Context: an optimization exercise on an open-source flow, tuned for small area. The choices shown serve that exercise and are no tape-out recipe. Only simulation tests tie the RTL to the original design; equivalence was not proved. The clock port is modelled as an ideal driver; clocking choices that lean on that would not hold on a real chip. Power and IR drop assume default switching activity.

--- design/flow/config.mk ---
export PLATFORM = sky130hd
export DESIGN_NAME = spi_drive
export DESIGN_NICKNAME = spi_drive
export VERILOG_FILES = /design/flow/design.v
export SDC_FILE = /design/flow/constraint.sdc
export NUM_CORES = 4
export LEC_CHECK = 0
export CAP_MARGIN = 20
export CORE_MARGIN = 2
export CORE_UTILIZATION = 75
export CTS_BUF_LIST = sky130_fd_sc_hd__clkbuf_8
export SLEW_MARGIN = 20
--- design/flow/constraint.sdc ---
create_clock -name core_clock -period 5.0 [get_ports {i_clk}]
set_input_delay 1.0000 -clock core_clock [delete_from_list [all_inputs] [get_ports {i_clk}]]
set_output_delay 1.0000 -clock core_clock [all_outputs]
set_load 0.01 [all_outputs]
--- design/flow/design.v ---
module spi_drive#(
    parameter                           P_DATA_WIDTH        = 8                 ,
    parameter                           P_OP_LEN            = 32                ,
    parameter                           P_CPOL              = 0                 ,
    parameter                           P_CPHL              = 0                 ,
    parameter                           P_READ_DATA_WIDTH   = 8
)(
    input                               i_clk                               ,
    input                               i_rst                               ,
    output                              o_spi_clk                           ,
    output                              o_spi_cs                            ,
    output                              o_spi_mosi                          ,
    input                               i_spi_miso                          ,
    input   [P_OP_LEN- 1:0]             i_user_op_data                      ,
    input   [1:0]                       i_user_op_type                      ,
    input   [15:0]                      i_user_op_len                       ,
    input   [15:0]                      i_user_clk_len                      ,
    input                               i_user_op_valid                     ,
    output                              o_user_op_ready                     ,
    input   [P_DATA_WIDTH-1:0]          i_user_write_data                   ,
    output                              o_user_write_req                    ,
    output  [P_READ_DATA_WIDTH - 1:0]   o_user_read_data                    ,
    output                              o_user_read_valid
);
reg             r_idle;          
reg             r_sck;           
reg [15:0]      r_rem;           
reg [1:0]       r_grp;           
reg             r_dph;           
reg [31:0]      r_dat;
wire            w_wr    = i_user_op_type[1];
wire            w_rd    = i_user_op_type[0];
wire            w_hi_nz = |r_rem[15:3];
wire            w_run;
wire            w_lo0   = r_rem[2:0] == 3'd0;
wire            w_lo1   = r_rem[2:0] == 3'd1;
wire            w_lo2   = r_rem[2:0] == 3'd2;
wire            w_last  = w_lo1 & (r_grp == 2'd0);       
wire            w_req   = ~r_idle & w_wr & w_lo2 & w_hi_nz & (r_dph | (r_grp == 2'd0));
wire            w_wload = w_req & r_sck;
wire [16:0]     w_zero;
assign w_zero[0] = 1'b1;
genvar k;
generate
    for (k = 0; k < 16; k = k + 1) begin : gzero
        assign w_zero[k+1] = w_zero[k] & ~r_rem[k];
    end
endgenerate
assign w_run = ~w_zero[16];
always @(posedge i_clk or posedge i_rst)
begin
    if (i_rst) begin
        r_idle <= 1'b1;
        r_sck  <= 1'b0;
    end else begin
        r_idle <= r_idle ? ~i_user_op_valid : ~w_run;
        r_sck  <= ~r_idle & ~r_sck & w_run;
    end
end
always @(posedge i_clk)
begin
    if (r_idle) begin
        r_rem <= i_user_clk_len;
        r_grp <= i_user_op_len[4:3];
        r_dph <= 1'b0;
    end else begin
        r_rem <= r_rem ^ (w_zero[15:0] & {16{r_sck}});
        r_grp <= r_grp - {1'b0, r_sck & w_lo0};
        r_dph <= r_dph | (r_sck & w_last);
    end
end
always @(posedge i_clk)
begin
    if (r_idle)
        r_dat <= i_user_op_data;
    else begin
        if (w_wload) begin
            r_dat[7]    <= i_user_write_data[7];
            r_dat[14:9] <= i_user_write_data[6:1];
            if (r_grp[0])
                r_dat[0] <= i_user_write_data[0];
            else
                r_dat[8] <= i_user_write_data[0];
        end
        if (r_sck & (r_dph | w_last))
            r_dat[23:16] <= {r_dat[22:16], i_spi_miso};
    end
end
wire [31:0]     w_rot   = {r_dat[30:0], r_dat[31]};
wire [1:0]      w_sel   = {r_grp[1] & ~r_dph, r_grp[0] | (r_dph & ~w_lo1)};
wire            w_bit   = w_rot[{w_sel, r_rem[2:0]}];
assign o_spi_clk         = r_sck;
assign o_spi_cs          = r_idle;
assign o_user_op_ready   = r_idle;
assign o_spi_mosi        = r_dph ? (w_wr ? (w_bit & w_run) : r_dat[0]) : w_bit;
assign o_user_write_req  = w_req & ~r_sck;
assign o_user_read_data  = r_dat[23:16];
assign o_user_read_valid = ~r_idle & w_rd & r_dph & ~r_sck & w_lo1;
endmodule
--- design/flow/flow/run.sh ---
#!/bin/bash
# Standard layout, except: abc maps for area (flow/synth_area.tcl) and maps the adders too
# (no ADDER_MAP_FILE); the ports get the
# smallest buffer instead of ORFS's default choice; CTS adds no dummy loads, and each clock
# buffer is then sized down as far as the clock pin slews allow (flow/post_cts.tcl).
set -euo pipefail
export BUFFER_PORTS_ARGS="-buffer_cell sky130_fd_sc_hd__buf_1"
export CTS_ARGS="-sink_clustering_enable -repair_clock_nets -dont_use_dummy_load -buf_list sky130_fd_sc_hd__clkbuf_8"
export POST_CTS_TCL="$PWD/flow/post_cts.tcl"
bash standard.sh SYNTH_SCRIPT="$PWD/flow/synth_area.tcl" ADDER_MAP_FILE= finish > standard.log 2>&1
--- design/flow/flow/area.abc ---
&get -n
&st
&syn2
&synch2
&nf -a -R 1000
&put
--- design/flow/flow/post_cts.tcl ---
set clk_sizes {sky130_fd_sc_hd__clkbuf_1 sky130_fd_sc_hd__clkbuf_2 sky130_fd_sc_hd__clkbuf_4 sky130_fd_sc_hd__clkbuf_8 sky130_fd_sc_hd__clkbuf_16}
set clk_slew_target 0.115

proc worst_clk_pin_slew {} {
  set w 0
  foreach pin [get_pins -hierarchical */CLK] {
    set s [get_property $pin slew_max]
    if {$s > $w} { set w $s }
  }
  return $w
}

set clk_bufs {}
foreach inst [[ord::get_db_block] getInsts] {
  if {[string match clkbuf_* [$inst getName]] && [string match sky130_fd_sc_hd__clkbuf_* [[$inst getMaster] getName]]} {
    lappend clk_bufs $inst
  }
}
# the root (clkbuf_0_*) first, then the leaves
set clk_bufs [lsort -command {apply {{a b} {string compare [$a getName] [$b getName]}}} $clk_bufs]
estimate_parasitics -placement
puts "post_cts: worst clock pin slew before [worst_clk_pin_slew]"
foreach inst $clk_bufs {
  set name [$inst getName]
  set orig [[$inst getMaster] getName]
  set chosen $orig
  foreach size $clk_sizes {
    if {$size eq $orig} { break }
    replace_cell [get_cells $name] $size
    estimate_parasitics -placement
    if {[worst_clk_pin_slew] < $clk_slew_target} { set chosen $size; break }
  }
  if {[[$inst getMaster] getName] ne $chosen} {
    replace_cell [get_cells $name] $chosen
  }
  puts "post_cts: $name $orig -> $chosen"
}
estimate_parasitics -placement
puts "post_cts: worst clock pin slew after [worst_clk_pin_slew]"
detailed_placement
check_placement -verbose
--- design/flow/flow/synth_area.tcl ---
# The standard synthesis (synth_recipe.tcl), with abc mapping for area instead of speed:
# abc gets flow/area.abc as its script. Registers are mapped before abc, so they are unchanged.
set ::area_abc [file normalize [file join [file dirname [file normalize [info script]]] area.abc]]
proc ::swap_abc {n1 n2 op} {
  set i [lsearch -exact $::abc_args -script]
  if {$i >= 0} {
    set ::abc_args [lreplace $::abc_args [expr {$i + 1}] [expr {$i + 1}] $::area_abc]
  }
}
trace add variable ::abc_args write ::swap_abc
source [file join [file dirname [file dirname [file normalize [info script]]]] synth_recipe.tcl]
--- design/flow/standard.sh ---
#!/bin/bash
# synth_recipe.tcl (not shown) runs the flow's synth.tcl, then flattens the netlist and writes it again
# the make line also repeats each setting of config.mk as NAME=value (left out here)
make -C /OpenROAD-flow-scripts/flow DESIGN_CONFIG=/design/flow/config.mk WORK_HOME=/design/flow/orfs CLKGATE_MAP_FILE= SYNTH_SCRIPT=/design/flow/synth_recipe.tcl "${@:-finish}"
==> results of run 1 <==
==> cell type report <==
cell class,count,share of cell area (%)
multi-input combinational,134,35.0
inverter,3,0.404
clock buffer,5,2.11
timing repair buffer,78,10.6
tap,44,1.97
sequential,53,49.9
==> through the flow <==
stage	area [sq um]	total power, W	hold slack [ns]	instances	utilization (%)
2_1_floorplan	2450	0.000962	0.451	199	-
3_3_place_gp	2730	0.00104	0.464	312	88.7
3_5_place_dp	2730	0.00106	0.476	312	88.7
5_1_grt	2790	0.00133	0.293	317	90.7
6_report	2790	0.00127	0.276	317	90.7
==> kinds of logic (layout without fill, tap and decap cells) <==
| kind of cell | Yosys count | count (layout) | synth area share, % |
|---|---|---|---|
| AO/OA/AOI/OAI | 32 | 32 | 7.57 |
| XOR/XNOR | 12 | 12 | 4.29 |
| flip-flops | 53 | 53 | 56.9 |
| multiplexers | 27 | 27 | 16.9 |
| buffers and inverters | 12 | 86 | 3.22 |
| AND/OR/NAND/NOR | 63 | 63 | 11.1 |
==> registers in the layout, summed over array words and instances (netlist names) <==
name and count:
r_dat 32, r_rem 16, r_grp 2, r_dph 1, r_idle 1, r_sck 1
==> power by group through the flow <==
stage	sequential [W]	combinational (W)	clock (W)
global route	0.000711	0.000413	0.000204
global placement	0.000691	0.000345	0
floorplan	0.000664	0.000297	0
detailed placement	0.000701	0.000362	0
finish	0.000697	0.000378	0.000193
==> placed cells by master (no fill, tap or decap), drive strengths merged, types with 2 or more instances in the layout <==
cell | netlist | routed
edfxtp | 32 | 32
nor2 | 16 | 16
buf | 9 | 78
mux2 | 15 | 15
nor3 | 8 | 8
o21a | 2 | 2
o21ai | 16 | 16
xnor2 | 8 | 8
mux4 | 10 | 10
clkinv | 3 | 3
a31oi | 3 | 3
nor4 | 2 | 2
nand2 | 30 | 30
xor2 | 4 | 4
nand2b | 2 | 2
clkbuf | 0 | 5
a21oi | 5 | 5
dfxtp | 19 | 19
mux2i | 2 | 2
==> routing by layer <==
layer	up-vias	routed length, um
met5	-	0
met4	0	145
met1	848	1880
met3	21	442
li1	884	-
met2	124	2750
==> critical path, cell delays in order, from the launching register on <==
cell and delay [ns]:
dfxtp_1 0.83, nand2_1 0.21, a21oi_1 0.37, mux4_2 0.56, mux2i_1 0.21, o22ai_1 0.12
buf_1 0.14
==> worst min path at each step <==
stage / from / endpoint / cells past startpoint
final: i_rst / r_sck / 2
after global routing: i_rst / r_sck / 2
after detailed placement: r_rem[12] / r_rem[12] / 2
after global placement: r_rem[13] / r_rem[13] / 2
after floorplan: r_rem[13] / r_rem[13] / 2
==> flow_summary.json, run 1 <==
{
  "outcome": "no timing/DRC/antenna violations",
  "setup.worst_path.start": "r_rem[0]",
  "area.growth.synth_to_final_pct": 14.0,
  "synth_common_cells": "32 x edfxtp_1, 30 x nand2_1, 19 x dfxtp_1, 16 x nor2_1, 16 x o21ai_0",
  "pre_cts_ws_ns": 1.66,
  "cts_tree": "done",
  "wl_per_cell_um": 16.5,
  "switchingPower_w": 0.000424,
  "die-width_um": 61.1,
  "ys_ff_latch": 53,
  "initial_utilization_pct": 79.5,
  "slew_headroom_pct": 48.6,
  "rsz0062_at_grt": "no",
  "slew_viol_final": 0,
  "die_y_um": 61.1,
  "r2r_slack_ns": 2.17,
  "synth_nets": 277,
  "tightestPinTransition_ns": 0.770,
  "grt_antenna_before_repair": 0,
  "synthCells": 199,
  "power.density_mw_per_mm2": 455,
  "drc": 0,
  "grt_max_degree": 41,
  "grt_pass1_vias": 1711,
  "pwr-share-comb_pct": 29.8,
  "p_seq_share_pct": 55.0,
  "row_count": 20,
  "netlist_area_sq_mm": 0.00245,
  "wl_mm": 5.22,
  "critPathLaunchType": "register",
  "critPathMaxFanout": 14,
  "diodes": 0,
  "gp_congestion": 0.811,
  "p_leak_nw": 0.914,
  "grtUsageMet3_pct": 5.46,
  "grt.busiest_layer": "met2",
  "seq_area_sq_mm": 0.00139,
  "max_freq_mhz": 251,
  "via_per_inst": 5.92,
  "setup_ws_ns": 1.02,
  "multi_input_area_sq_um": 976,
  "hpwlAfterDp_mm": 3.72,
  "worstHoldPathType": "primary input to async pin",
  "swShare_pct": 33.4,
  "p_int_w": 0.000845,
  "synth_most_common_cell": "edfxtp_1",
  "ant_nets": 0,
  "port_buffers": 77,
  "core_sq_mm": 0.00308,
  "skew_ns": 0.0119,
  "met1_usage_pct": 35.3,
  "synth_top_cell_by_area": "edfxtp_1",
  "synth_flop_cell": "edfxtp_1",
  "finalCriticalPeriod_ns": 3.98,
  "cp.required_ns": 4.00,
  "avgSynthCellArea_sq_um": 12.3,
  "firstDrtPassIters": 4,
  "grt_pass1_wl_mm": 7.86,
  "ys_warn_count": 1,
  "vias": 1877,
  "cp.arrival_ns": 2.98,
  "p_clk_share_pct": 15.2,
  "critPathCapture": "o_spi_mosi",
  "clk_pin_slew_worst_paths_ns": 0.09,
  "r2r_end": "r_dat[12]",
  "setup_viol": 0,
  "num-nets-final": 353,
  "cp-end-kind": "primary output",
  "worst_r2r_path_depth": 8,
  "fp.dieArea_sq_mm": 0.00374,
  "fillers": 132,
  "yosysUniqueCellTypes": 31,
  "r2r-start": "r_rem[5]",
  "maxCapViolations": 0,
  "clock_latency_ns": 0.54,
  "ios": 92,
  "setup_tns_ns": 0,
  "async_flop_share_pct": 3.77,
  "ys_seq_area_share_pct": 56.9,
  "post_route_cells_drive_above_1_share_pct": 5.86,
  "critPathKind": "register to primary output",
  "drt_iter0_drc": 152,
  "synth_top_cells_by_area": "edfxtp_1 39%, dfxtp_1 16%, mux4_2 9.2%, mux2_1 6.9%, nand2_1 4.6%",
  "grtUsageTotal_pct": 29.7,
  "synth_edf_count": 32,
  "irDropWorstVdd_mv": 0.331,
  "grt_use_met2_pct": 53.6,
  "min_period_over_period_pct": 79.6,
  "grt_overflow": 0,
  "netlist.area_leader.share_pct": 39.3,
  "cts.sink_count": 53,
  "hold_viol": 0
}
==> run 2: changes to the inputs <==
--- a/design/flow/config.mk
+++ b/design/flow/config.mk
@@ -11,2 +11,3 @@
 export CTS_BUF_LIST = sky130_fd_sc_hd__clkbuf_8
+export GPL_TIMING_DRIVEN = 0
 export SLEW_MARGIN = 20
==> run 2 against run 1 <==
Effect of this change:
- die area is the same
- fmax shrank 3.3%
- first-iteration DRC count shrank 3.3%
- power grew 2.3%
- cell count grew 2.5%
- utilization grew 1.7 points
- via count grew 7.6%
- flip-flop and latch count is the same
- non-clock buffer count grew 8
- count of clock-buffer cells in the layout is the same
- critical endpoint unchanged
- largest cell class unchanged
==> flow_summary.json, run 2 <==
{
  "outcome": "no timing/DRC/antenna violations",
  "r2r-start": "r_rem[5]",
  "avgSynthCellArea_sq_um": 12.3,
  "rsz0062_at_grt": "no",
  "clk_pin_slew_worst_paths_ns": 0.10,
  "setup_viol": 0,
  "power_w": 0.00130,
  "async_flop_share_pct": 3.77,
  "synth_top_cells_by_area": "edfxtp_1 39%, dfxtp_1 16%, mux4_2 9.2%, mux2_1 6.9%, nand2_1 4.6%",
  "die-width_um": 61.1,
  "p_leak_nw": 0.948,
  "yosysUniqueCellTypes": 31,
  "grt_use_met2_pct": 63.7,
  "worstHoldPathType": "primary input to async pin",
  "slew_headroom_pct": 48.6,
  "largest_reg_flops": 32,
  "clock_latency_ns": 0.51,
  "cts.sink_count": 53,
  "diodes": 0,
  "ys_seq_area_share_pct": 56.9,
  "drt_iter0_drc": 147,
  "tightestPinTransition_ns": 0.770,
  "setup_tns_ns": 0,
  "cp.arrival_ns": 3.11,
  "cts_tree": "done",
  "critPathMaxFanout": 4,
  "final_common_cell": "buf_1",
  "critPathLaunchType": "register",
  "hold_slack_ns": 0.333,
  "largest_register": "r_dat",
  "wl_mm": 6.35,
  "ios": 92,
  "grt_max_degree": 72,
  "finalCriticalPeriod_ns": 4.11,
  "area.growth.synth_to_final_pct": 16.1,
  "synth_edf_count": 32,
  "synth_flop_cell": "edfxtp_1",
  "ys_warn_count": 1,
  "max_freq_mhz": 243,
  "synth_common_cells": "32 x edfxtp_1, 30 x nand2_1, 19 x dfxtp_1, 16 x nor2_1, 16 x o21ai_0",
  "initial_utilization_pct": 79.5,
  "ys_ff_latch": 53,
  "synth_top_cell_by_area": "edfxtp_1",
  "skew_ns": 0.0355,
  "die_y_um": 61.1,
  "via_per_inst": 6.22,
  "grt.busiest_layer": "met2",
  "grt_antenna_before_repair": 0,
  "port_buffers": 77,
  "vias": 2020,
  "grt_overflow": 0,
  "row_count": 20,
  "netlist_area_sq_mm": 0.00245,
  "post_route_cells_drive_above_1_share_pct": 8.54,
  "ant_nets": 0,
  "synth_nets": 277,
  "power.density_mw_per_mm2": 457,
  "setup.worst_path.start": "r_rem[5]",
  "irDropWorstVdd_mv": 0.354,
  "final_cell_mix": "77 x buf_1, 32 x edfxtp_1, 30 x nand2_1",
  "min_period_over_period_pct": 82.2,
  "hold_viol": 0,
  "grtUsageMet3_pct": 13.0,
  "postLayoutCoreUtil_pct": 92.3,
  "r2r_slack_ns": 2.22,
  "drc": 0,
  "fp.dieArea_sq_mm": 0.00374,
  "firstDrtPassIters": 5,
  "largestRegisters": "r_dat: 32 flops, r_rem: 16 flops, r_grp: 2 flops",
  "fillers": 114,
  "wl_per_cell_um": 19.5,
  "grt_pass1_vias": 1957,
  "critPathKind": "register to primary output",
  "maxCapViolations": 0,
  "synth_most_common_cell": "edfxtp_1",
  "hpwlAfterDp_mm": 4.23,
  "met1_usage_pct": 40.1,
  "num-nets-final": 361,
  "cp-end-kind": "primary output",
  "grt_pass1_wl_mm": 9.49,
  "gp_congestion": 0.792,
  "cp.required_ns": 4.00,
  "grtUsageTotal_pct": 37.1,
  "slew_viol_final": 0,
  "netlist.area_leader.share_pct": 39.3,
  "synthCells": 199,
  "core_sq_mm": 0.00308
}
-- run 2: routing by layer --
metal  share of wire [%]  vias up
met4                 4.6        0
li1                    -      896
met1                  34      959
met3                 7.7       31
met2                  54      134
met5                   0        -
-- run 2: report_power, final --
part | leakage (nW) | total [W] | switching, W | internal, W
Sequential | 0.476 | 0.000703 | 0.000139 | 0.000564
Combinational | 0.448 | 0.000421 | 0.000197 | 0.000224
Clock | 0.0248 | 0.000173 | 0.000116 | 0.0000569
Total | 0.948 | 0.00130 | 0.000453 | 0.000845
-- run 2: critical path: stages (launching register included) --
cell      delay (ns)
dfxtp_1         0.33
or3_1           0.39
or4_1           0.49
nor2_1          0.12
nand2_1         0.07
nor3_1          0.41
nand2_1         0.19
a21boi_0        0.35
o22ai_1         0.14
buf_1           0.14
-- run 2: worst paths after layout --
check                           cells past startpoint          to
worst max-delay path                                9  o_spi_mosi
worst min-delay path                                2       r_sck
worst max register to register                      8   r_dat[14]
worst min register to register                      2   r_rem[13]
max in group asynchronous                           2      r_idle
min in group core_clock                             2   r_rem[13]
-- run 2: cell type report --
cell class	instances	area, sq um	area share [%]
Clock buffer	5	46.3	1.63
Tap cell	44	55.1	1.94
Multi-Input combinational cell	134	976	34.3
Inverter	3	11.3	0.396
Buffer	9	67.6	2.38
Timing Repair Buffer	77	289	10.2
Sequential cell	53	1400	49.1
-- run 2: cell families (layout without fill, tap and decap cells) --
family | count (synthesis) | count (layout) | synth area share, %
xor+xnor | 12 | 12 | 4.29
buf+inv | 12 | 94 | 3.22
flops | 53 | 53 | 56.9
mux | 27 | 27 | 16.9
simple gates | 63 | 63 | 11.1
compound gates | 32 | 32 | 7.57
-- run 2: per-stage QoR --
step	instances	setup slack, ns	cell area (sq um)
floorplan	199	2.05	2450
global placement	320	1.67	2790
detailed placement	320	1.58	2800
global route	325	0.733	2840
finish	325	0.888	2840
==> run 3: changes to the inputs <==
--- a/design/flow/config.mk
+++ b/design/flow/config.mk
@@ -7,3 +7,3 @@
 export LEC_CHECK = 0
-export CAP_MARGIN = 20
+export CAP_MARGIN = 0
 export CORE_MARGIN = 2
@@ -11,3 +11,2 @@
 export CTS_BUF_LIST = sky130_fd_sc_hd__clkbuf_8
-export GPL_TIMING_DRIVEN = 0
-export SLEW_MARGIN = 20
+export SLEW_MARGIN = 0
==> run 3 against run 2 <==
Effect of this change:
- clock skew shrank 0.024 ns
- setup slack gained 0.13 ns
- still clean
- combinational power shrank about 10%
- sequential share of layout area grew 0.77 points
- fmax grew 3.4%
- largest cell class unchanged
- highest routed layer unchanged
==> flow_summary.json, run 3 <==
{
  "outcome": "no timing/DRC/antenna violations",
  "netlist_area_sq_mm": 0.00245,
  "clock_latency_ns": 0.54,
  "grt_pass1_vias": 1711,
  "final_cell_mix": "77 x buf_1, 32 x edfxtp_1, 30 x nand2_1",
  "fillers": 132,
  "cts.sink_count": 53,
  "finalCriticalPeriod_ns": 3.98,
  "irDropWorstVdd_mv": 0.331,
  "synth_edf_count": 32,
  "vias": 1877,
  "final_area_sq_mm": 0.00279,
  "grt_overflow": 0,
  "wl_per_cell_um": 16.5,
  "p_leak_nw": 0.914,
  "post_route_cells_drive_above_1_share_pct": 5.86,
  "critPathLaunchType": "register",
  "diodes": 0,
  "slew_headroom_pct": 48.6,
  "largestRegisters": "r_dat: 32 flops, r_rem: 16 flops, r_grp: 2 flops",
  "grtUsageTotal_pct": 29.7,
  "critPathMaxFanout": 14,
  "via_per_inst": 5.92,
  "synth_common_cells": "32 x edfxtp_1, 30 x nand2_1, 19 x dfxtp_1, 16 x nor2_1, 16 x o21ai_0",
  "final_common_cell": "buf_1",
  "critPathKind": "register to primary output",
  "core_sq_mm": 0.00308,
  "max_freq_mhz": 251,
  "avgSynthCellArea_sq_um": 12.3,
  "ys_ff_latch": 53,
  "drc": 0,
  "gp_congestion": 0.811,
  "ant_nets": 0,
  "hpwlAfterDp_mm": 3.72,
  "setup_viol": 0,
  "synth_top_cell_by_area": "edfxtp_1",
  "dp_cells": 312,
  "synth_nets": 277,
  "worstHoldPathType": "primary input to async pin",
  "placed_cell_area_sq_mm": 0.00273,
  "hold_viol": 0,
  "netlist.area_leader.share_pct": 39.3,
  "row_count": 20,
  "die-width_um": 61.1,
  "largest_reg_flops": 32,
  "cts_tree": "done",
  "power.density_mw_per_mm2": 455,
  "maxCapViolations": 0,
  "largest_register": "r_dat",
  "initial_utilization_pct": 79.5,
  "ys_warn_count": 1,
  "die_y_um": 61.1,
  "ios": 92,
  "synth_top_cells_by_area": "edfxtp_1 39%, dfxtp_1 16%, mux4_2 9.2%, mux2_1 6.9%, nand2_1 4.6%",
  "wl_mm": 5.22,
  "port_buffers": 77,
  "grt_pass1_wl_mm": 7.86,
  "yosysUniqueCellTypes": 31,
  "synth_flop_cell": "edfxtp_1",
  "drt_iter0_drc": 152,
  "cp.arrival_ns": 2.98,
  "area.growth.synth_to_final_pct": 14.0,
  "slew_viol_final": 0,
  "synth_most_common_cell": "edfxtp_1",
  "async_flop_share_pct": 3.77,
  "rsz0062_at_grt": "no",
  "cp-end-kind": "primary output",
  "fp.dieArea_sq_mm": 0.00374,
  "grt_max_degree": 41,
  "min_period_over_period_pct": 79.6,
  "cp.required_ns": 4.00,
  "skew_ns": 0.0119,
  "setup_tns_ns": 0,
  "clk_pin_slew_worst_paths_ns": 0.09,
  "firstDrtPassIters": 4,
  "tightestPinTransition_ns": 0.770,
  "fin_cells": 317,
  "synthCells": 199,
  "num-nets-final": 353,
  "ys_seq_area_share_pct": 56.9,
  "grt_antenna_before_repair": 0
}
[run 3: power breakdown]
part | switching (W) | internal (W) | leakage, nW
sequential | 0.000133 | 0.000564 | 0.474
combinational | 0.000171 | 0.000207 | 0.409
clock | 0.000120 | 0.0000736 | 0.0299
[run 3: final timing paths]
path / from / depth (start not counted) / end / slack [ns]
max: r_rem[0] / 6 / o_spi_mosi / 1.02
min: i_rst / 2 / r_sck / 0.28
max reg2reg: r_rem[5] / 8 / r_dat[12] / 2.17
min reg2reg: r_rem[13] / 2 / r_rem[13] / 0.49
max in group asynchronous: i_rst / 2 / r_idle / 4.54
min in group core_clock: r_rem[13] / 2 / r_rem[13] / 0.49
[run 3: kinds of logic after synthesis]
logic type	synth area share (%)
AO/OA/AOI/OAI	7.57
XOR/XNOR	4.29
buffers and inverters	3.22
flip-flops	56.9
multiplexers	16.9
AND/OR/NAND/NOR	11.1
[run 3: critical path: stages, from the launching register on]
cell     delay (ns)
dfxtp_1        0.83
nand2_1        0.21
a21oi_1        0.37
mux4_2         0.56
mux2i_1        0.21
o22ai_1        0.12
buf_1          0.14
[run 3: final cells by class]
cell class / instances / area (sq um) / area share, %
repair buffers: 78 / 297 / 10.6
flip-flops and latches: 53 / 1390 / 49.9
well taps: 44 / 55.1 / 1.97
inverters: 3 / 11.3 / 0.404
multi-input cells: 134 / 976 / 35.0
clock buffers: 5 / 58.8 / 2.11
[run 3: through the flow]
| stage | setup WS [ns] | total power, W | hold slack (ns) | utilization (%) |
|---|---|---|---|---|
| 3_3_place_gp | 1.67 | 0.00104 | 0.464 | 88.7 |
| 6_report | 1.02 | 0.00127 | 0.276 | 90.7 |
| 2_1_floorplan | 2.05 | 0.000962 | 0.451 | - |
| 5_1_grt | 0.879 | 0.00133 | 0.293 | 90.7 |
| 3_5_place_dp | 1.66 | 0.00106 | 0.476 | 88.7 |
[run 3: per-layer routing]
layer  GRT usage (%)  routed length (um)
met5               0                   0
met4            10.9                 145
met3            5.46                 442
met2            53.6                2750
met1            35.3                1880
==> run 4: changes to the inputs <==
--- a/design/flow/flow/post_cts.tcl
+++ b/design/flow/flow/post_cts.tcl
@@ -1,3 +1,3 @@
-set clk_sizes {sky130_fd_sc_hd__clkbuf_1 sky130_fd_sc_hd__clkbuf_2 sky130_fd_sc_hd__clkbuf_4 sky130_fd_sc_hd__clkbuf_8 sky130_fd_sc_hd__clkbuf_16}
-set clk_slew_target 0.115
+set clk_sizes {sky130_fd_sc_hd__clkbuf_2 sky130_fd_sc_hd__clkbuf_4 sky130_fd_sc_hd__clkbuf_8 sky130_fd_sc_hd__clkbuf_16}
+set clk_slew_target 0.105
 
--- a/design/flow/config.mk
+++ b/design/flow/config.mk
@@ -7,3 +7,3 @@
 export LEC_CHECK = 0
-export CAP_MARGIN = 0
+export CAP_MARGIN = 20
 export CORE_MARGIN = 2
@@ -11,2 +11,2 @@
 export CTS_BUF_LIST = sky130_fd_sc_hd__clkbuf_8
-export SLEW_MARGIN = 0
+export SLEW_MARGIN = 20
==> run 4 against run 3 <==
Effect of this change:
- still clean on timing, DRC and antenna
- utilization about the same
- combinational power about the same
- critical path depth stayed put
- global-route usage did not move
- count of clock-buffer cells in the layout did not move
- first-iteration DRC count down 3.3%
- setup slack gained 0.19 ns
- clock skew grew 0.0023 ns
- final area hardly changed
- fmax increased by 5.1%
- largest power group unchanged
==> flow_summary.json, run 4 <==
{
  "cts.sink_count": 53,
  "synthAdderAreaFrac_pct": 0,
  "avgSynthCellArea_sq_um": 12.3,
  "synth_most_common_cell": "edfxtp_1",
  "critPathKind": "register to primary output",
  "largest_register": "r_dat",
  "die_y_um": 61.1,
  "hold_viol": 0,
  "irDropWorstVdd_mv": 0.333,
  "grt_pass1_wl_mm": 7.86,
  "swShare_pct": 33.2,
  "grt_antenna_before_repair": 0,
  "setup_tns_ns": 0,
  "cts_tree": "done",
  "grt_overflow": 0,
  "crit_path_cell_trace": "nand2_1 > a21oi_1 > mux4_2 > mux2i_1 > o22ai_1 > buf_1",
  "grt_max_degree": 41,
  "synthCells": 199,
  "rsz0062_at_grt": "no",
  "tightestPinTransition_ns": 0.756,
  "crit_path_top_delay_cell": "dfxtp_1",
  "synth_edf_count": 32,
  "ios": 92,
  "wl_mm": 5.17,
  "synth_top_family_by_area": "multiplexers",
  "cp.required_ns": 4.00,
  "p_clk_share_pct": 15.4,
  "wl_per_cell_um": 16.3,
  "hpwlAfterDp_mm": 3.72,
  "synth_common_cells": "32 x edfxtp_1, 30 x nand2_1, 19 x dfxtp_1, 16 x nor2_1, 16 x o21ai_0",
  "synth_nets": 277,
  "power.density_mw_per_mm2": 455,
  "fp.dieArea_sq_mm": 0.00374,
  "largestRegisters": "r_dat: 32 flops, r_rem: 16 flops, r_grp: 2 flops",
  "critPathLaunchType": "register",
  "row_count": 20,
  "async_flop_share_pct": 3.77,
  "synth-xor-area-share_pct": 4.29,
  "cp_num_buf_inv": 1,
  "die-width_um": 61.1,
  "port_buffers": 77,
  "ant_nets": 0,
  "final_cell_mix": "77 x buf_1, 32 x edfxtp_1, 30 x nand2_1",
  "yosysUniqueCellTypes": 31,
  "cp-end-kind": "primary output",
  "ys_warn_count": 1,
  "synthMuxAreaShare_pct": 16.9,
  "critPathMaxFanout": 14,
  "post_route_cells_drive_above_1_share_pct": 6.23,
  "synth_top_cell_by_area": "edfxtp_1",
  "firstDrtPassIters": 4,
  "min_period_over_period_pct": 75.7,
  "area.growth.synth_to_final_pct": 14.1,
  "cp.arrival_ns": 2.78,
  "core_sq_mm": 0.00308,
  "initial_utilization_pct": 79.5,
  "grtUsageTotal_pct": 29.7,
  "p_int_w": 0.000848,
  "vias": 1859,
  "worstHoldPathType": "primary input to async pin",
  "clock_latency_ns": 0.39,
  "clk_pin_slew_worst_paths_ns": 0.08,
  "setup_viol": 0,
  "synth_flop_cell": "edfxtp_1",
  "drt_iter0_drc": 147,
  "largest_reg_flops": 32,
  "maxCapViolations": 0,
  "finalCriticalPeriod_ns": 3.78,
  "slew_headroom_pct": 49.5,
  "drc": 0,
  "p_seq_share_pct": 54.8,
  "slew_viol_final": 0,
  "diodes": 0,
  "switchingPower_w": 0.000422,
  "p_leak_nw": 0.916,
  "pwr-share-comb_pct": 29.8,
  "skew_ns": 0.0143,
  "grt_pass1_vias": 1711,
  "outcome": "no timing/DRC/antenna violations",
  "final_common_cell": "buf_1",
  "gp_congestion": 0.811,
  "max_freq_mhz": 264,
  "cp_top_family": "flip-flops",
  "via_per_inst": 5.86,
  "ys_ff_latch": 53,
  "netlist.area_leader.share_pct": 39.3,
  "netlist_area_sq_mm": 0.00245,
  "ys_seq_area_share_pct": 56.9,
  "power_w": 0.00127,
  "num-nets-final": 353,
  "synth_top_cells_by_area": "edfxtp_1 39%, dfxtp_1 16%, mux4_2 9.2%, mux2_1 6.9%, nand2_1 4.6%",
  "synth_compound_area_share_pct": 7.57,
  "slowest_delay_ns": 0.82,
  "yosys.area_share.simple_pct": 11.1
}
==> run 4: cell count changes in the layout (fill, tap and decap cells not counted) <==
cell      change
clkbuf_2      +1
clkbuf_1      -1
==> run 4: power by group through the flow <==
stage	registers [W]	logic, W	clock network (W)
after floorplan	0.000664	0.000297	0
after global placement	0.000691	0.000345	0
after detailed placement	0.000701	0.000362	0
after global routing	0.000711	0.000413	0.000207
final	0.000696	0.000378	0.000196
==> run 4: final cells by class <==
type,count,area [sq um]
clock buffer,5,60.1
fill,131,287
inverter,3,11.3
multi-input combinational,134,976
sequential,53,1390
tap,44,55.1
timing repair buffer,78,297
==> run 4: final timing paths <==
check | from | end | slack (ns) | cells past startpoint
worst max register to register | r_rem[5] | r_dat[12] | 2.19 | 8
min in group core_clock | r_rem[13] | r_rem[13] | 0.49 | 2
worst max-delay path | r_rem[0] | o_spi_mosi | 1.22 | 6
worst min-delay path | i_rst | r_sck | 0.44 | 2
worst min register to register | r_rem[13] | r_rem[13] | 0.49 | 2
max in group asynchronous | i_rst | r_idle | 4.38 | 2
==> run 4: logic make-up (layout without fill, tap and decap cells) <==
| family | count (synthesis) | in the layout |
|---|---|---|
| and+or+nand+nor | 63 | 63 |
| DFF | 53 | 53 |
| AOI/OAI and AO/OA | 32 | 32 |
| muxes | 27 | 27 |
| xor gates and xnor gates | 12 | 12 |
| buffers and inverters | 12 | 86 |
==> run 4: metrics by stage <==
step | utilization [%] | hold WS, ns | setup WS [ns] | instances | area (sq um)
detailed placement | 88.7 | 0.476 | 1.66 | 312 | 2730
global placement | 88.7 | 0.464 | 1.67 | 312 | 2730
finish | 90.7 | 0.437 | 1.22 | 317 | 2790
floorplan | - | 0.451 | 2.05 | 199 | 2450
global route | 90.7 | 0.447 | 1.03 | 317 | 2790
==> run 4: worst reg2reg max path: stages, from the launching register on <==
cell      delay, ns
dfxtp_1        0.33
or3_1          0.39
or4_1          0.49
nor2_1         0.15
nand2_1        0.07
nor3_1         0.38
nor2_1         0.11
a21oi_1        0.30
clkinv_1       0.29
==> run 4: layer usage <==
| layer | track usage (%) | share of wire, % |
|---|---|---|
| met1 | 35.3 | 37 |
| met2 | 53.6 | 53 |
| met3 | 5.46 | 7.6 |
| met5 | 0 | 0 |
| met4 | 10.9 | 2.5 |
==> run 5: changes to the inputs <==
==> design/flow/flow/post_cts.tcl (replaced) <==
set root_sizes {sky130_fd_sc_hd__clkbuf_1 sky130_fd_sc_hd__clkbuf_2 sky130_fd_sc_hd__clkbuf_4 sky130_fd_sc_hd__clkbuf_8}
set leaf_sizes {sky130_fd_sc_hd__clkbuf_4 sky130_fd_sc_hd__clkbuf_8 sky130_fd_sc_hd__clkbuf_16}
set clk_slew_target 0.118

proc worst_clk_pin_slew {} {
  set w 0
  foreach pin [get_pins -hierarchical */CLK] {
    set s [get_property $pin slew_max]
    if {$s > $w} { set w $s }
  }
  return $w
}
proc master_area {name} {
  set m [[ord::get_db] findMaster $name]
  return [expr {[$m getWidth] * [$m getHeight] / 1e6}]
}

set root {}
set leaves {}
foreach inst [[ord::get_db_block] getInsts] {
  set n [$inst getName]
  if {[string match clkbuf_* $n] && [string match sky130_fd_sc_hd__clkbuf_* [[$inst getMaster] getName]]} {
    if {[string match clkbuf_0_* $n]} { set root $n } else { lappend leaves $n }
  }
}
estimate_parasitics -placement
puts "post_cts: root $root leaves $leaves worst clock pin slew before [worst_clk_pin_slew]"

set orig {}
foreach n [concat $root $leaves] { lappend orig [[[ord::get_db_block] findInst $n] getMaster] }

if {$root ne "" && [llength $leaves] >= 1 && [llength $leaves] <= 6} {
  set best_area 1e9
  set best {}
  # all assignments of sizes, as index lists
  set combos {{}}
  foreach b [concat $root $leaves] {
    set sizes [expr {$b eq $root ? $root_sizes : $leaf_sizes}]
    set next {}
    foreach c $combos { foreach s $sizes { lappend next [concat $c [list $s]] } }
    set combos $next
  }
  foreach c $combos {
    set area 0
    foreach s $c { set area [expr {$area + [master_area $s]}] }
    if {$area >= $best_area} { continue }
    foreach b [concat $root $leaves] s $c { replace_cell [get_cells $b] $s }
    estimate_parasitics -placement
    if {[worst_clk_pin_slew] < $clk_slew_target} { set best_area $area; set best $c }
  }
  if {$best ne {}} {
    foreach b [concat $root $leaves] s $best { replace_cell [get_cells $b] $s }
  } else {
    foreach b [concat $root $leaves] m $orig { replace_cell [get_cells $b] [$m getName] }
  }
  puts "post_cts: chose $best (area $best_area)"
}
estimate_parasitics -placement
puts "post_cts: worst clock pin slew after [worst_clk_pin_slew]"
detailed_placement
check_placement -verbose
--- a/design/flow/config.mk
+++ b/design/flow/config.mk
@@ -9,3 +9,3 @@
 export CORE_MARGIN = 2
-export CORE_UTILIZATION = 75
+export CORE_UTILIZATION = 85
 export CTS_BUF_LIST = sky130_fd_sc_hd__clkbuf_8
==> run 5 against run 4 <==
Effect of this change:
- the run now fails in global placement (3_3_place_gp)
- synthesized area stayed put
- synthesized cell count stayed put
==> flow_summary.json, run 5 <==
{
  "synth_top_cells_by_area": "edfxtp_1 39%, dfxtp_1 16%, mux4_2 9.2%, mux2_1 6.9%, nand2_1 4.6%",
  "synth_edf_count": 32,
  "synth_nets": 277,
  "row_count": 19,
  "synth_top_cell_by_area": "edfxtp_1",
  "async_flop_share_pct": 3.77,
  "ios": 92,
  "synthCells": 199,
  "stop_stage": "global placement (3_3_place_gp)",
  "die_y_um": 57.7,
  "ys_seq_area_share_pct": 56.9,
  "ys_ff_latch": 53,
  "yosysUniqueCellTypes": 31,
  "synth_flop_cell": "edfxtp_1",
  "initial_utilization_pct": 88.7,
  "netlist.area_leader.share_pct": 39.3,
  "tool.error": "[ERROR GPL-0301] Utilization 101.100 % exceeds 100%.",
  "avgSynthCellArea_sq_um": 12.3,
  "synth_most_common_cell": "edfxtp_1",
  "outcome": "stopped before the end",
  "port_buffers": 77,
  "ys_warn_count": 1,
  "synth_common_cells": "32 x edfxtp_1, 30 x nand2_1, 19 x dfxtp_1, 16 x nor2_1, 16 x o21ai_0",
  "netlist_area_sq_mm": 0.00245,
  "die-width_um": 57.7
}
## run 5: cell counts after synthesis
Identical to the previous run, type by type.
## run 5: logic make-up after synthesis
| family | synth area share, % |
|---|---|
| AOI/OAI and AO/OA | 7.57 |
| buffers and inverters | 3.22 |
| and+or+nand+nor | 11.1 |
| DFF | 56.9 |
| muxes | 16.9 |
| xor gates and xnor gates | 4.29 |
==> run 6: changes to the inputs <==
--- a/design/flow/config.mk
+++ b/design/flow/config.mk
@@ -9,3 +9,3 @@
 export CORE_MARGIN = 2
-export CORE_UTILIZATION = 85
+export CORE_UTILIZATION = 80
 export CTS_BUF_LIST = sky130_fd_sc_hd__clkbuf_8
==> run 6 against run 5 <==
Effect of this change:
- now clean on timing, DRC and antenna
- synthesized area unchanged
- synthesized cell count is the same
==> flow_summary.json, run 6 <==
{
  "die-width_um": 59.3,
  "fp.dieArea_sq_mm": 0.00352,
  "die_y_um": 59.3,
  "hold_slack_ns": 0.257,
  "r2r_end": "r_dat[10]",
  "worstHoldPathType": "primary input to async pin",
  "p_leak_nw": 0.911,
  "hold_viol": 0,
  "p_seq_share_pct": 55.0,
  "irDropWorstVdd_mv": 0.307,
  "cts.sink_count": 53,
  "tightestPinTransition_ns": 0.845,
  "largest_reg_flops": 32,
  "via_per_inst": 6.41,
  "netlist_area_sq_mm": 0.00245,
  "drt_iter0_drc": 150,
  "num-nets-final": 353,
  "gp_congestion": 0.830,
  "p_clk_share_pct": 14.9,
  "switchingPower_w": 0.000436,
  "async_flop_share_pct": 3.77,
  "synthCells": 199,
  "outcome": "no timing/DRC/antenna violations",
  "clk_pin_slew_worst_paths_ns": 0.12,
  "grt_overflow": 0,
  "critPathLaunchType": "register",
  "skew_ns": 0.0388,
  "final_common_cell": "buf_1",
  "final_area_sq_mm": 0.00277,
  "setup_viol": 0,
  "p_int_w": 0.000836,
  "setup_ws_ns": 0.849,
  "row_count": 20,
  "max_freq_mhz": 241,
  "grt_use_met2_pct": 61.2,
  "setup_tns_ns": 0,
  "diodes": 0,
  "ios": 92,
  "r2r_slack_ns": 2.06,
  "area.growth.synth_to_final_pct": 13.2,
  "maxCapViolations": 0,
  "port_buffers": 77,
  "rsz0062_at_grt": "no",
  "grt_pass1_wl_mm": 8.57,
  "grtUsageTotal_pct": 34.2,
  "synth_edf_count": 32,
  "grt_max_degree": 43,
  "synth_nets": 277,
  "synth_flop_cell": "edfxtp_1",
  "grt.busiest_layer": "met2",
  "vias": 1960,
  "ys_seq_area_share_pct": 56.9,
  "final_cell_mix": "77 x buf_1, 32 x edfxtp_1, 30 x nand2_1",
  "critPathKind": "register to primary output",
  "largest_register": "r_dat",
  "power.density_mw_per_mm2": 459,
  "initial_utilization_pct": 82.2,
  "netlist.area_leader.share_pct": 39.3,
  "critPathMaxFanout": 4,
  "cts_tree": "done",
  "wl_mm": 5.73,
  "worst_r2r_path_depth": 8,
  "slew_viol_final": 0,
  "clock_latency_ns": 0.57,
  "slew_headroom_pct": 43.7,
  "min_period_over_period_pct": 83.0,
  "drc": 0,
  "core_sq_mm": 0.00298,
  "synth_common_cells": "32 x edfxtp_1, 30 x nand2_1, 19 x dfxtp_1, 16 x nor2_1, 16 x o21ai_0",
  "ant_nets": 0,
  "synth_top_cells_by_area": "edfxtp_1 39%, dfxtp_1 16%, mux4_2 9.2%, mux2_1 6.9%, nand2_1 4.6%",
  "ys_warn_count": 1,
  "postLayoutCoreUtil_pct": 93.0,
  "swShare_pct": 34.3,
  "placed_cell_area_sq_mm": 0.00272,
  "synth_top_cell_by_area": "edfxtp_1",
  "cp.arrival_ns": 3.15,
  "avgSynthCellArea_sq_um": 12.3,
  "grt_antenna_before_repair": 0,
  "post_route_cells_drive_above_1_share_pct": 5.86,
  "wl_per_cell_um": 18.7,
  "yosysUniqueCellTypes": 31,
  "met1_usage_pct": 38.7,
  "cp.required_ns": 4.00,
  "pre_cts_ws_ns": 1.67,
  "grt_pass1_vias": 1886,
  "largestRegisters": "r_dat: 32 flops, r_rem: 16 flops, r_grp: 2 flops",
  "r2r-start": "r_rem[4]",
  "finalCriticalPeriod_ns": 4.15,
  "hpwlAfterDp_mm": 3.69,
  "firstDrtPassIters": 5,
  "grtUsageMet3_pct": 7.21,
  "pwr-share-comb_pct": 30.2,
  "ys_ff_latch": 53,
  "synth_most_common_cell": "edfxtp_1",
  "cp-end-kind": "primary output"
}
==> run 6: cell counts after synthesis <==
Identical to the previous run, type by type.
==> run 6: worst max-delay path by stage <==
stage | startpoint | end | cells after the start
3_5_place_dp | r_rem[0] | o_spi_mosi | 6
2_1_floorplan | r_rem[0] | o_spi_mosi | 4
6_report | r_rem[4] | o_spi_mosi | 9
3_3_place_gp | r_rem[0] | o_spi_mosi | 6
5_1_grt | r_rem[4] | o_spi_mosi | 9
==> run 6: power by group through the flow <==
| stage | clock (W) | sequential, W | combinational (W) |
|---|---|---|---|
| after floorplan | 0 | 0.000664 | 0.000297 |
| after global placement | 0 | 0.000691 | 0.000343 |
| after detailed placement | 0 | 0.000702 | 0.000361 |
| after global routing | 0.000200 | 0.000711 | 0.000412 |
| final | 0.000189 | 0.000699 | 0.000384 |
==> run 6: critical path, stage by stage, from the launching register on <==
cell	delay [ns]
dfxtp_1	0.34
or3_1	0.36
or4_1	0.48
nor2_1	0.13
nand2_1	0.07
nor3_1	0.43
nand2_1	0.20
a21boi_0	0.28
o22ai_1	0.13
buf_1	0.15
==> run 6: area by class of cell <==
cell class	instances	area [sq um]
Clock buffer	5	52.6
Inverter	3	11.3
Timing Repair Buffer	78	297
Sequential cell	53	1390
Multi-Input combinational cell	134	976
Fill cell	97	208
Tap cell	33	41.3
==> run 6: through the flow <==
stage | power, W | instances
2_1_floorplan | 0.000962 | 199
3_3_place_gp | 0.00103 | 301
3_5_place_dp | 0.00106 | 301
5_1_grt | 0.00132 | 306
6_report | 0.00127 | 306
==> run 6: cell families after synthesis <==
group | synth area share [%]
compound gates | 7.57
xor+xnor | 4.29
buf+inv | 3.22
flops | 56.9
mux | 16.9
simple gates | 11.1
==> run 6: routing by layer <==
| layer | vias up | part of all wire (%) |
|---|---|---|
| met5 | - | 0 |
| met4 | 0 | 4.9 |
| met3 | 42 | 8.6 |
| met2 | 160 | 53 |
| met1 | 880 | 34 |
| li1 | 878 | - |
==> run 7: changes to the inputs <==
--- a/design/flow/config.mk
+++ b/design/flow/config.mk
@@ -9,3 +9,3 @@
 export CORE_MARGIN = 2
-export CORE_UTILIZATION = 80
+export CORE_UTILIZATION = 75
 export CTS_BUF_LIST = sky130_fd_sc_hd__clkbuf_8
==> run 7 against run 6 <==
Effect of this change:
- hold slack got worse by 0.013 ns
- fmax rose by 5.5%
- setup slack better by 0.21 ns
- cell count is 3.6% higher
- utilization decreased by 2.6 points
- largest power group unchanged
- die area increased by 6.2%
- largest cell class unchanged
- flip-flop and latch count stayed put
- count of clock-buffer cells in the layout stayed put
- power shrank 1.1%
- final area rose by 0.50%
- synthesized area unchanged
==> flow_summary.json, run 7 <==
{
  "outcome": "no timing/DRC/antenna violations",
  "cts_tree": "done",
  "synth_top_cell_by_area": "edfxtp_1",
  "cp-end-kind": "primary output",
  "final_cell_mix": "77 x buf_1, 32 x edfxtp_1, 30 x nand2_1",
  "grt_overflow": 0,
  "synth_most_common_cell": "edfxtp_1",
  "cts.sink_count": 53,
  "firstDrtPassIters": 4,
  "setup.worst_path.start": "r_rem[0]",
  "wl_per_cell_um": 16.5,
  "grtUsageTotal_pct": 29.7,
  "slew_viol_final": 0,
  "grt.busiest_layer": "met2",
  "ys_ff_latch": 53,
  "drt_iter0_drc": 152,
  "netlist_area_sq_mm": 0.00245,
  "critPathCapture": "o_spi_mosi",
  "die_y_um": 61.1,
  "min_period_over_period_pct": 78.7,
  "ios": 92,
  "setup_viol": 0,
  "largest_reg_flops": 32,
  "hpwlAfterDp_mm": 3.72,
  "final_common_cell": "buf_1",
  "clock_latency_ns": 0.56,
  "p_leak_nw": 0.911,
  "die-width_um": 61.1,
  "synth_edf_count": 32,
  "port_buffers": 77,
  "ys_seq_area_share_pct": 56.9,
  "diodes": 0,
  "gp_congestion": 0.811,
  "wl_mm": 5.24,
  "critPathLaunchType": "register",
  "core_sq_mm": 0.00308,
  "critPathMaxFanout": 14,
  "grt_pass1_wl_mm": 7.86,
  "grt_max_degree": 41,
  "max_freq_mhz": 254,
  "vias": 1881,
  "grt_antenna_before_repair": 0,
  "worst_r2r_path_depth": 8,
  "r2r_slack_ns": 2.19,
  "largestRegisters": "r_dat: 32 flops, r_rem: 16 flops, r_grp: 2 flops",
  "met1_usage_pct": 35.3,
  "fillers": 134,
  "r2r_end": "r_dat[7]",
  "cp.arrival_ns": 2.94,
  "r2r-start": "r_rem[5]",
  "synth_flop_cell": "edfxtp_1",
  "finalCriticalPeriod_ns": 3.94,
  "grt_use_met2_pct": 53.6,
  "skew_ns": 0.0308,
  "hold_slack_ns": 0.244,
  "drc": 0,
  "yosysUniqueCellTypes": 31,
  "rsz0062_at_grt": "no",
  "row_count": 20,
  "fp.dieArea_sq_mm": 0.00374,
  "synth_top_cells_by_area": "edfxtp_1 39%, dfxtp_1 16%, mux4_2 9.2%, mux2_1 6.9%, nand2_1 4.6%",
  "maxCapViolations": 0,
  "grtUsageMet3_pct": 5.46,
  "worstHoldPathType": "primary input to async pin",
  "async_flop_share_pct": 3.77,
  "critPathKind": "register to primary output",
  "ys_warn_count": 1,
  "ant_nets": 0,
  "netlist.area_leader.share_pct": 39.3,
  "tightestPinTransition_ns": 0.748,
  "via_per_inst": 5.93,
  "irDropWorstVdd_mv": 0.331,
  "grt_pass1_vias": 1711,
  "synth_common_cells": "32 x edfxtp_1, 30 x nand2_1, 19 x dfxtp_1, 16 x nor2_1, 16 x o21ai_0",
  "clk_pin_slew_worst_paths_ns": 0.11,
  "num-nets-final": 353,
  "initial_utilization_pct": 79.5,
  "slew_headroom_pct": 50.0,
  "cp.required_ns": 4.00,
  "power.density_mw_per_mm2": 452,
  "post_route_cells_drive_above_1_share_pct": 5.86,
  "setup_tns_ns": 0,
  "avgSynthCellArea_sq_um": 12.3,
  "area.growth.synth_to_final_pct": 13.8,
  "hold_viol": 0,
  "largest_register": "r_dat",
  "synthCells": 199,
  "synth_nets": 277
}
## run 7: cell counts in the layout (fill, tap and decap cells not counted)
Identical to the previous run, type by type.
## run 7: worst max-delay path, cell delays in order, from the launching register on
cell and delay, ns:
dfxtp_1 0.82, nand2_1 0.21, a21oi_1 0.37, mux4_2 0.56
mux2i_1 0.20, o22ai_1 0.12, buf_1 0.14
## run 7: layout make-up
cell class | count | area (sq um) | share of cell area, %
Clock buffer | 5 | 52.6 | 1.89
Inverter | 3 | 11.3 | 0.404
Multi-Input combinational cell | 134 | 976 | 35.1
Sequential cell | 53 | 1390 | 50.0
Tap cell | 44 | 55.1 | 1.98
Timing Repair Buffer | 78 | 297 | 10.7
## run 7: layer usage
layer,wire [um],part of all wire (%),vias to the layer above
met5,0,0,-
met4,142,2.7,0
met3,439,8.4,20
met2,2790,53,122
met1,1870,36,857
li1,-,-,882
## run 7: per-stage QoR
step / area (sq um) / worst slack [ns] / power (W) / cells / utilization (%)
finish: 2780 / 1.06 / 0.00126 / 317 / 90.4
floorplan: 2450 / 2.05 / 0.000962 / 199 / -
global placement: 2730 / 1.67 / 0.00104 / 312 / 88.7
detailed placement: 2730 / 1.66 / 0.00106 / 312 / 88.7
global route: 2780 / 0.899 / 0.00132 / 317 / 90.4
## run 7: report_power, final
part           switching [W]  internal, W  total (W)
registers           0.000132     0.000564   0.000696
clock network       0.000119    0.0000653   0.000184
logic               0.000170     0.000207   0.000377
total               0.000422     0.000836    0.00126
## run 7: worst min path at each step
stage | startpoint | endpoint | slack [ns] | depth (start not counted)
2_1_floorplan | r_rem[13] | r_rem[13] | 0.45 | 2
3_3_place_gp | r_rem[13] | r_rem[13] | 0.46 | 2
3_5_place_dp | r_rem[12] | r_rem[12] | 0.48 | 2
5_1_grt | i_rst | r_sck | 0.26 | 2
6_report | i_rst | r_sck | 0.24 | 2
## run 7: logic make-up after synthesis
family          Yosys count  share of synthesized area, %
buf+inv                  12                          3.22
mux                      27                          16.9
compound gates           32                          7.57
xor+xnor                 12                          4.29
flops                    53                          56.9
simple gates             63                          11.1

[static timing again, ports no longer ideal]
In the flow no input, the clock included, has a driving cell. The finished layouts below were timed again as built, in two steps. Step 1 assumes that a clkbuf_16 drives the clock port and a buf_2 every other input. Step 2 adds t to the input delays and takes it off the output delays; t is the mean of the earliest and latest rising clock arrival at the registers after step 1. Input paths then give back, and output paths get back, about the clock's delay inside the block. a / b / c = ideal ports / drivers / drivers and shift; a / b = the first two.
| run | shift t [ns] | setup slack, ns | worst data-port slew with drivers (ns) | cell pins on the clock port's net |
|---|---|---|---|---|
| run 1 | 0.559 | 1.022 / 1.000 / 1.559 | 0.05 | 1 |
| run 2 | 0.516 | 0.888 / 0.865 / 1.381 | 0.05 | 1 |
| run 3 | 0.559 | 1.022 / 1.000 / 1.559 | 0.05 | 1 |
| run 4 | 0.399 | 1.216 / 1.195 / 1.594 | 0.05 | 1 |
| run 6 | 0.574 | 0.849 / 0.830 / 1.403 | 0.05 | 1 |
| run 7 | 0.561 | 1.064 / 1.042 / 1.604 | 0.05 | 1 |
After both steps setup and hold are still met in every run listed.
